From an optimization exercise on the open Yosys and OpenROAD flow, aimed at small area, a short achievable clock period and few clock cycles per item; shortcuts taken in it are not production practice.
Only simulation tests tie the RTL to the original design; equivalence was not proved.
Power and IR drop assume default switching activity.

`flow/design.v`:
```
module sdram_controller (
        input   clk,
        input   rst,
        output  sdram_cle,
        output  sdram_cs,
        output  sdram_cas,
        output  sdram_ras,
        output  sdram_we,
        output  sdram_dqm,
        output  [1:0]  sdram_ba,
        output  [12:0] sdram_a,
        input   [31:0] sdram_dqi,
        output  [31:0] sdram_dqo,
        input   [22:0] user_addr,    
        input   rw,                  
        input   [31:0] data_in,      
        output  [31:0] data_out,     
        output  busy,                
        input   in_valid,            
        output  out_valid            
    );
    localparam tCASL            = 13'd2;        
    localparam tPRE             = 13'd2;        
    localparam tACT             = 13'd2;        
    localparam tREF             = 13'd6;        
    localparam tRef_Counter     = 10'd750;     
    wire [22:0] addr;
    wire [12:0] Mapped_RA;
    wire [1:0]  Mapped_BA;
    wire [7:0]  Mapped_CA;
    reg        req_rw_q;
    reg [22:0] req_addr_q;
    reg [31:0] req_data_q;
    reg        start_q;
    wire        eff_rw   = start_q ? req_rw_q   : rw;
    wire [22:0] eff_addr = start_q ? req_addr_q : user_addr;
    wire [31:0] eff_data = start_q ? req_data_q : data_in;
    assign Mapped_RA = {eff_addr[22:10]};
    assign Mapped_BA = {eff_addr[9:8]};
    assign Mapped_CA = {eff_addr[7:0]};
    assign addr = {Mapped_RA, Mapped_BA, Mapped_CA};
    wire[22:0]next_input_addr;
    wire[22:0]next_addr;
    wire [12:0] next_Mapped_RA;
    wire [1:0]  next_Mapped_BA;
    wire [7:0]  next_Mapped_CA;
    assign next_input_addr = eff_addr + 8;  
    assign next_Mapped_RA = {next_input_addr[22:10]};
    assign next_Mapped_BA = {next_input_addr[9:8]};
    assign next_Mapped_CA = {next_input_addr[7:0]};
    assign next_addr = {next_Mapped_RA,next_Mapped_BA,next_Mapped_CA}; 
    reg [31:0] cache_d[0:1], cache_q[0:1];
    reg [22:0] cache_addr_d[0:1], cache_addr_q[0:1];
    reg [1:0]  cache_cnt_d[0:1], cache_cnt_q[0:1]; 
    reg [1:0]  cache_vld_d, cache_vld_q;
    localparam CMD_UNSELECTED    = 4'b1000;
    localparam CMD_NOP           = 4'b0111;
    localparam CMD_ACTIVE        = 4'b0011;
    localparam CMD_READ          = 4'b0101;
    localparam CMD_WRITE         = 4'b0100;
    localparam CMD_TERMINATE     = 4'b0110;
    localparam CMD_PRECHARGE     = 4'b0010;
    localparam CMD_REFRESH       = 4'b0001;
    localparam CMD_LOAD_MODE_REG = 4'b0000;
    localparam STATE_SIZE = 4;
    localparam INIT = 4'd0,
               WAIT = 4'd1,
               PRECHARGE_INIT = 4'd2,
               REFRESH_INIT_1 = 4'd3,
               REFRESH_INIT_2 = 4'd4,
               LOAD_MODE_REG = 4'd5,
               IDLE = 4'd6,
               REFRESH = 4'd7,
               ACTIVATE = 4'd8,
               READ = 4'd9,
               READ_RES = 4'd10,
               WRITE = 4'd11,
               PRECHARGE = 4'd12;
    reg cle_d, cle_q;
    reg dqm_q, dqm_d;
    reg [3:0] cmd_d, cmd_q;
    reg [1:0] ba_d, ba_q;
    reg [12:0] a_d, a_q;
    reg [31:0] dq_d, dq_q;
    reg [31:0] dqi_d, dqi_q;
    reg dq_en_d, dq_en_q;
    assign sdram_cle = cle_q;
    assign sdram_cs = cmd_q[3];
    assign sdram_ras = cmd_q[2];
    assign sdram_cas = cmd_q[1];
    assign sdram_we = cmd_q[0];
    assign sdram_dqm = dqm_q;
    assign sdram_ba = ba_q;
    assign sdram_a = a_q;
    assign sdram_dqo = dq_en_q ? dq_q : 32'h00000000;
    reg [STATE_SIZE-1:0] state_d, state_q;
    reg [STATE_SIZE-1:0] next_state_d, next_state_q;
    reg [22:0] addr_d, addr_q;
    reg [31:0] data_d, data_q;
    reg out_valid_d, out_valid_q;
    reg [15:0] delay_ctr_d, delay_ctr_q;
    reg [9:0] refresh_ctr_d, refresh_ctr_q;
    reg refresh_flag_d, refresh_flag_q;
    reg ready_d, ready_q;
    reg start_d;
    reg rw_op_d, rw_op_q;
    reg [3:0] row_open_d, row_open_q;
    reg [12:0] row_addr_d[3:0], row_addr_q[3:0];
    reg [2:0] precharge_bank_d, precharge_bank_q;
    integer i;
    assign data_out = data_q;
    assign busy = !ready_q;
    assign out_valid = out_valid_q;
    always @* begin
        dq_d = dq_q;
        dqi_d = sdram_dqi;
        dq_en_d = 1'b0;  
        cle_d = cle_q;
        cmd_d = CMD_NOP;  
        dqm_d = 1'b0;
        ba_d = 2'd0;
        a_d = 13'd0;
        state_d = state_q;
        next_state_d = next_state_q;
        delay_ctr_d = delay_ctr_q;
        addr_d = addr_q;
        data_d = data_q;
        out_valid_d = 1'b0;
        precharge_bank_d = precharge_bank_q;
        rw_op_d = rw_op_q;
        ready_d = ready_q;
        start_d = start_q;
        row_open_d = row_open_q;
        for (i = 0; i < 4; i = i + 1)
            row_addr_d[i] = row_addr_q[i];
        refresh_flag_d = refresh_flag_q;
        refresh_ctr_d = refresh_ctr_q + 1'b1;
        if (refresh_ctr_q > tRef_Counter) begin
            refresh_ctr_d = 10'd0;
            refresh_flag_d = 1'b1;
        end
        cache_d[0] = cache_q[0];
        cache_d[1] = cache_q[1];
        cache_addr_d[0] = cache_addr_q[0];
        cache_addr_d[1] = cache_addr_q[1];
        cache_cnt_d[0] = cache_cnt_q[0];
        cache_cnt_d[1] = cache_cnt_q[1];
        cache_vld_d = cache_vld_q;
        case(cache_cnt_q[0])
            0:begin
                cache_d[0] = sdram_dqi;
                cache_cnt_d[0] = 2'b11;
            end
            1:cache_cnt_d[0] = 2'b00;
            2:cache_cnt_d[0] = 2'b01;
        endcase
        case(cache_cnt_q[1])
            0:begin
                cache_d[1] = sdram_dqi;
                cache_cnt_d[1] = 2'b11;
            end
            1:cache_cnt_d[1] = 2'b00;
            2:cache_cnt_d[1] = 2'b01;
        endcase
        case (state_q)
            INIT: begin
                row_open_d = 4'b0;
                out_valid_d = 1'b0;
                a_d = {3'b000, 1'b0, 2'b00, 3'b010, 1'b0, 3'b010};  
                ba_d = 2'b0;
                cle_d = 1'b1;
                state_d = WAIT;
                delay_ctr_d = 16'd0;
                next_state_d = IDLE;
                refresh_flag_d = 1'b0;
                refresh_ctr_d = 10'b1;
                ready_d = 1'b0;
                dq_en_d = 1'b0;
            end
            WAIT: begin
                delay_ctr_d = delay_ctr_q - 1'b1;
                if (delay_ctr_q == 13'd0) begin
                    state_d = next_state_q;
                end
            end
            IDLE: begin
            	start_d = start_q;
                if (ready_q && in_valid) begin
                        start_d = 1'd1;
                end
                if (refresh_flag_q) begin  
                    ready_d = 1'b0;
                    state_d = PRECHARGE;
                    next_state_d = REFRESH;
                    precharge_bank_d = 3'b100;  
                    refresh_flag_d = 1'b0;  
                end 
                else if ((ready_q && in_valid) || start_q) begin  
                    start_d = 1'd0;
                    ready_d = 1'b0;  
                    rw_op_d = eff_rw;  
                    addr_d = addr;
                    if (eff_rw)  
                        data_d = eff_data;
                    if (row_open_q[addr[9:8]]) begin
                        if (row_addr_q[addr[9:8]] == addr[22:10]) begin  
                            if (eff_rw)
                                state_d = WRITE;
                            else begin
                                if (cache_vld_q[addr[2]] && cache_cnt_q[addr[2]] == 2'b11 && cache_addr_q[addr[2]] == addr[22:0]) begin  
                                    out_valid_d = 1'b1;
                                    data_d = cache_q[addr[2]];
                                    if(row_open_q[next_addr[9:8]] && row_addr_q[next_addr[9:8]] == next_addr[22:10]) begin
                                        cmd_d = CMD_READ;
                                        a_d = {2'b0, 1'b0, next_addr[7:0], 2'b0};
                                        ba_d = next_addr[9:8];
                                        cache_addr_d[next_addr[2]] = next_addr;
                                        cache_cnt_d[next_addr[2]] = 2;
                    cache_vld_d[next_addr[2]] = 1'b1;
                                    end
                                end
                                else begin                  
                                    state_d = READ;
                                end
                            end
                        end 
                        else begin  
                            state_d = PRECHARGE;  
                            precharge_bank_d = {1'b0, addr[9:8]};
                            next_state_d = ACTIVATE;  
                        end
                    end 
                    else begin  
                        state_d = ACTIVATE;  
                    end
                end
                else if (!ready_q) begin
                    ready_d = 1;
                end
            end
            REFRESH: begin
                cmd_d = CMD_REFRESH;
                state_d = WAIT;
                delay_ctr_d = tREF;
                next_state_d = IDLE;
            end
            ACTIVATE: begin
                cmd_d = CMD_ACTIVE;
                a_d = addr_q[22:10];
                ba_d = addr_q[9:8];
                delay_ctr_d = tACT;
                state_d = WAIT;
                if (rw_op_q)
                    next_state_d = WRITE;
                else
                    next_state_d = READ;
                row_open_d[addr_q[9:8]] = 1'b1;  
                row_addr_d[addr_q[9:8]] = addr_q[22:10];
            end
            READ: begin
                cmd_d = CMD_READ;
                a_d = {2'b0, 1'b0, addr_q[7:0], 2'b0};
                ba_d = addr_q[9:8];
                state_d = WAIT;
                delay_ctr_d = tCASL; 
                next_state_d = READ_RES;
            end
            READ_RES: begin
                data_d = dqi_q;  
                out_valid_d = 1'b1;
                state_d = IDLE;
                if (row_open_q[next_addr[9:8]] && row_addr_q[next_addr[9:8]] == next_addr[22:10]) begin
                    cmd_d = CMD_READ;
                    a_d = {2'b0, 1'b0, next_addr[7:0], 2'b0};  
                    ba_d = next_addr[9:8];
                    cache_addr_d[next_addr[2]] = next_addr;
                    cache_cnt_d[next_addr[2]] = 2;
                    cache_vld_d[next_addr[2]] = 1'b1;
            	end
            end
            WRITE: begin
                cmd_d = CMD_WRITE;
                dq_d = data_q;
                dq_en_d = 1'b1;  
                a_d = {2'b0, 1'b0, addr_q[7:0], 2'b00};
                ba_d = addr_q[9:8];
                for (i = 0; i < 2; i = i + 1) begin
                    if (cache_addr_q[i] == addr_q) begin
                        cache_d[i] = data_q;
                        cache_cnt_d[i] = 2'b11;
                    end
                end
                state_d = IDLE;
            end
            PRECHARGE: begin
                cmd_d = CMD_PRECHARGE;
                a_d[10] = precharge_bank_q[2];  
                ba_d = precharge_bank_q[1:0];
                state_d = WAIT;
                delay_ctr_d = tPRE;
                if (precharge_bank_q[2]) begin
                    row_open_d = 4'b0000;  
                end else begin
                    row_open_d[precharge_bank_q[1:0]] = 1'b0;  
                end
            end
            default: state_d = INIT;
        endcase
    end
    always @(posedge clk) begin
        if(rst) begin
            cle_q <= 1'b0;
            dq_en_q <= 1'b0;
            state_q <= INIT;
            ready_q <= 1'b0;
            start_q <= 1'b0;
            cache_q[0] <= 0;
            cache_addr_q[0] <= 0;
            cache_cnt_q[0] <= 2'b11;
            cache_q[1] <= 0;
            cache_addr_q[1] <= 0;
            cache_cnt_q[1] <= 2'b11;
            cache_vld_q <= 2'b00;
        end else begin
            cle_q <= cle_d;
            dq_en_q <= dq_en_d;
            state_q <= state_d;
            ready_q <= ready_d;
            start_q <= start_d;
            cache_q[0] <= cache_d[0];
            cache_addr_q[0] <= cache_addr_d[0];
            cache_cnt_q[0] <= cache_cnt_d[0];
            cache_q[1] <= cache_d[1];
            cache_addr_q[1] <= cache_addr_d[1];
            cache_cnt_q[1] <= cache_cnt_d[1];
            cache_vld_q <= cache_vld_d;
        end
        cmd_q <= cmd_d;
        dqm_q <= dqm_d;
        ba_q <= ba_d;
        a_q <= a_d;
        dq_q <= dq_d;
        dqi_q <= dqi_d;
        next_state_q <= next_state_d;
        refresh_flag_q <= refresh_flag_d;
        refresh_ctr_q <= refresh_ctr_d;
        data_q <= data_d;
        addr_q <= addr_d;
        out_valid_q <= out_valid_d;
        row_open_q <= row_open_d;
        for (i = 0; i < 4; i = i + 1)
            row_addr_q[i] <= row_addr_d[i];
        precharge_bank_q <= precharge_bank_d;
        rw_op_q <= rw_op_d;
        if (state_q == IDLE && ready_q && in_valid) begin
            req_rw_q <= rw;
            req_addr_q <= user_addr;
            req_data_q <= data_in;
        end
        delay_ctr_q <= delay_ctr_d;
    end
endmodule
```
`flow/run.sh`:
```
#!/bin/bash
# synth_recipe.tcl (not shown) runs the flow's synth.tcl, then flattens the netlist and writes it again
# the make line also repeats each setting of config.mk as NAME=value (left out here)
make -C /OpenROAD-flow-scripts/flow DESIGN_CONFIG=/design/flow/config.mk WORK_HOME=/design/flow/orfs CLKGATE_MAP_FILE= SYNTH_SCRIPT=/design/flow/synth_recipe.tcl finish
```
`flow/config.mk`:
```
export PLATFORM = sky130hd
export DESIGN_NAME = sdram_controller
export DESIGN_NICKNAME = sdram_controller
export VERILOG_FILES = /design/flow/design.v
export SDC_FILE = /design/flow/constraint.sdc
export NUM_CORES = 4
export LEC_CHECK = 0
export CAP_MARGIN = 20
export CORE_MARGIN = 2
export CORE_UTILIZATION = 40
export SLEW_MARGIN = 20
```
`flow/constraint.sdc`:
```
create_clock -name core_clock -period 4.2 [get_ports {clk}]
set_input_delay 0.8400 -clock core_clock [delete_from_list [all_inputs] [get_ports {clk}]]
set_output_delay 0.8400 -clock core_clock [all_outputs]
set_load 0.01 [all_outputs]
```
==> metrics.md <==
| Metric | Value |
|---|---|
| Outcome | finished clean |
| Die Span Y | roughly 220 um |
| Pleak | ~0.0089 uW |
| Cell area after synthesis | approximately 0.02 mm^2 |
| Area growth syn-to-layout | 25.4% |
| Clock-pin slew on the worst setup and hold paths | 60 ps |
| Yosys reg bits | 408 |
| Ordered cell list for the critical path | clkdlybuf4s50_1 -> nand4b_1 -> a222oi_1 -> buf_4 -> nand4_1 -> xnor2_1 -> xor2_2 -> or4b_4 -> nor3_4 -> and4_4 -> clkbuf_16 -> mux2i_1 |
| CP bufs+invs | 3 |
| Final-report hold violation count | 0 |
| Pwr dens | 411 mW/mm^2 |
| Min Hold Slack | about 480 ps |
| First-pass DRT Iterations | 7 |
| Placed Area | about 0.023 mm^2 |
| Initial antenna violation count | 5 |
| Port Buffers | around 180 |
| GRT Total Usage | a little under a quarter |
| Grt ovf | 0 |
| CP max stage delay | ~600 ps |
| Core Util, Final | between 50% and 60% |
| Finished Cell Area | ~0.024 mm^2 |
| Most common cell after layout, fill and taps aside | edfxtp_1 |
| H-tree lvl count | 2 |
| Initial Utilization | between 40% and 50% |
| CP delay by family, top | simple AND/OR/NAND/NOR gates |
| CP max stage cell | clkdlybuf4s50_1 |
| Post-Synthesis Cells | between 1.5k and 2k |
| Worst EP arrival | 4590 ps |
| Synth cell types | 75 |
| FFs w/ async S/R, synth | 0% |
| Total power | between 10000 and 15000 uW |
| Period utilisation layout | 97.3% |
| Register area share after synthesis | approximately 53% |
| Worst Setup Path Type | in2reg |
| Final setup vio count | 0 |
| Post-synth EDFFs | 223 |
| Initial drt markers | around 1.1k |
| CTS tree | done |
| Vias per std cell | 5.46 |
| Final Max Tran Viols | 0 |
| CTS max path bufs | 3 |
| Final ANT Viol Nets | 0 |
| Hold Buf Count CTS | 0 |
| Post-DP HPWL | 39.6 mm |
| Most frequently used flop master after synthesis | edfxtp_1 |
| WP data required | approximately 4700 ps |
| Die Span X | approximately 220 um |
| Core Region | 0.0479 mm^2 |
| Clk root buf | clkbuf_16 |
| Most frequent cells in the layout | edfxtp_1 (223), mux2i_1 (205), nor2_1 (205) |
| Die Footprint | between 0.05 and 0.06 mm^2 |
| Tmin final | just over 4000 ps |
| Hold WC Path Type | reg2reg |
| DRC Markers | 0 |
| Max cap viols | 0 |
| Number of global-route vias before repair | about 15k |
| Number of buffers created by CTS | 46 |
| Site row count | 80 |
| Largest net degree at the start of global routing | 77 |
| Slew @ Worst Pin | between 1000 and 1500 ps |
| DR vias | 14.7k |
| YS warnings | 9 |
| CP Launch Type | input port |
| Max FO, Critical Path | 8 |
| Rel. slew slack | roughly a third |
| Peak supply drop | ~290 uV |
| Share of cells above drive strength 1 | 15.3% |
| Latest clock arrival within the worst-skew pair | ~580 ps |
| CP Capture Type | flip-flop |
| DR WL/cell | 21.6 um |
| Peak Freq | 245 MHz |
| Top Ports | ~180 |
| FILL cells | around 4.2k |
| Wirelength, routed | between 50 and 60 mm |
| Final GP Congestion | between 0.9 and 1 |
| Clock Sinks | about 410 |
| First-pass GRT wire length | 87.9 mm |
| Fin Clk Skew | ~23 ps |
| Synthesized area per cell | roughly 11 um^2 |
| Fin nets | around 2.1k |
==> where the power goes <==
part / leakage (uW) / total, uW / internal [uW] / switching [uW]
registers: 0.00356 / 4530 / 4430 / 108
logic: 0.00464 / 1430 / 600 / 832
clock network: 0.000746 / 4070 / 2420 / 1650
total: 0.00895 / 10000 / 7450 / 2590
==> sequential cells by signal (all words and copies together) (netlist names), 3 cells and up <==
name and count:
a_q 13, addr_q 23, cache_addr_q 45, cache_cnt_q 4, cache_q 64, cmd_q 3, data_q 32, delay_ctr_q 16
dq_q 32, dqi_q 32, next_state_q 4, precharge_bank_q 3, refresh_ctr_q 10, req_addr_q 23, req_data_q 32, row_addr_q 52
row_open_q 4, state_q 4
==> worst paths after layout <==
check	start	endpoint	slack (ps)	depth (start not counted)
max	user_addr[5]	cache_addr_q[1][13]	110	12
min reg2reg	cache_vld_q[0]	cache_vld_q[0]	480	2
max reg2reg	start_q	cache_addr_q[1][13]	170	14
min	cache_vld_q[0]	cache_vld_q[0]	480	2
==> stage by stage <==
stage / setup TNS [ps] / setup WS, ps / instances
2_1_floorplan: -907 / -45.4 / 1779
6_report: 0 / 111 / 2697
5_1_grt: -483 / -46.2 / 2697
4_1_cts: 0 / 2.78 / 2689
3_5_place_dp: -49530 / -614 / 2602
3_3_place_gp: -40510 / -497 / 2602
==> synth_stat cells (10+ instances only) <==
cell	n	share of area, %
edfxtp_1	223	34
mux2i_1	208	11
nor2_1	207	4.0
dfxtp_1	185	19
a21oi_1	148	3.8
nand2_1	131	2.5
xnor2_1	96	4.3
clkbuf_1	70	1.3
mux2_2	68	3.9
o21ai_0	60	1.5
inv_1	44	0.85
and2_1	35	1.1
xor2_1	30	1.3
nand3_1	26	0.67
nor4_1	25	0.80
nand4_1	18	0.58
nor3_1	15	0.39
and3_1	14	0.45
nand2b_1	12	0.39
buf_2	11	0.28
mux4_2	11	1.3
a22oi_1	10	0.39
nor2b_1	10	0.32
==> final cells by class <==
class                      count  area, um^2  share of cell area (%)
timing repair buffer         312        2960                    12.1
antenna                        2        5.00                  0.0205
tap                          615         769                    3.15
inverter                      48         180                   0.738
sequential                   408       10400                    42.6
multi-input combinational   1226        8580                    35.2
clock buffer                  70        1320                    5.41
clock inverter                16         196                   0.805
==> worst min-delay path: cells and delay by family (launching register included) <==
kind / cells / cell delay [ps]
flip-flops: 1 / 330
buffers and inverters: 1 / 50
AO/OA/AOI/OAI: 1 / 50
==> metal layers <==
layer | track usage [%] | share of wire, % | vias up | wire (um)
met4 | 7.61 | 2.8 | 6 | 1610
met5 | 0 | 0.072 | - | 42
met1 | 31.2 | 45 | 7264 | 26000
met2 | 36.3 | 46 | 470 | 26800
li1 | - | - | 6879 | -
met3 | 4.13 | 6.4 | 106 | 3740
==> kinds of logic (layout without fill, tap and decap cells) <==
| group | Yosys count | count (layout) | synth area share, % |
|---|---|---|---|
| multiplexers | 288 | 288 | 16.0 |
| adder cells (fa/ha/maj) | 8 | 8 | 0.514 |
| buffers and inverters | 145 | 446 | 3.28 |
| XOR/XNOR | 127 | 127 | 5.75 |
| AO/OA/AOI/OAI | 272 | 272 | 8.07 |
| flip-flops | 408 | 408 | 53.4 |
| AND/OR/NAND/NOR | 529 | 529 | 13.0 |
| other | 1 | 4 | 0.0193 |
==> repair_timing <==
action	CTS	global route
buffers inserted	1	4
gates cloned	0	3
resized for setup	0	9
pin swaps	1	7
endpoints found under the setup margin	21	61
hold endpoints to repair	0	0
Testbench counts, summed over its fixed seeds: cycles 114,255, items 12,000.

static timing again, ports no longer ideal:
The flow's constraints put no driver on any port. The routed layout listed below was extracted and timed again, unchanged, in two steps. Step 1 (the two cells are an assumption about what drives the block):
set clk [get_ports {clk}]
set_driving_cell -lib_cell sky130_fd_sc_hd__clkbuf_16 $clk
set_driving_cell -lib_cell sky130_fd_sc_hd__buf_2 [delete_from_list [all_inputs] $clk]
Step 2 moves the port delays by t, midway between the first and last clock arrival at a register: inputs arrive t later, outputs are due t later. That takes back most of the time a late clock gives input paths. Slacks: ideal ports / drivers / drivers and shift; pairs: ideal ports / drivers.
t (ns): 0.625
setup slack, ns: 0.111 / 0.139 / -0.487
slew at the worst register clock pin (ns): 0.06 / 0.06
Met with ideal ports but missed after step 2: setup timing in this run. For this run, drivers alone change the setup slack by +0.028 ns; drivers and shift together by -0.598 ns.
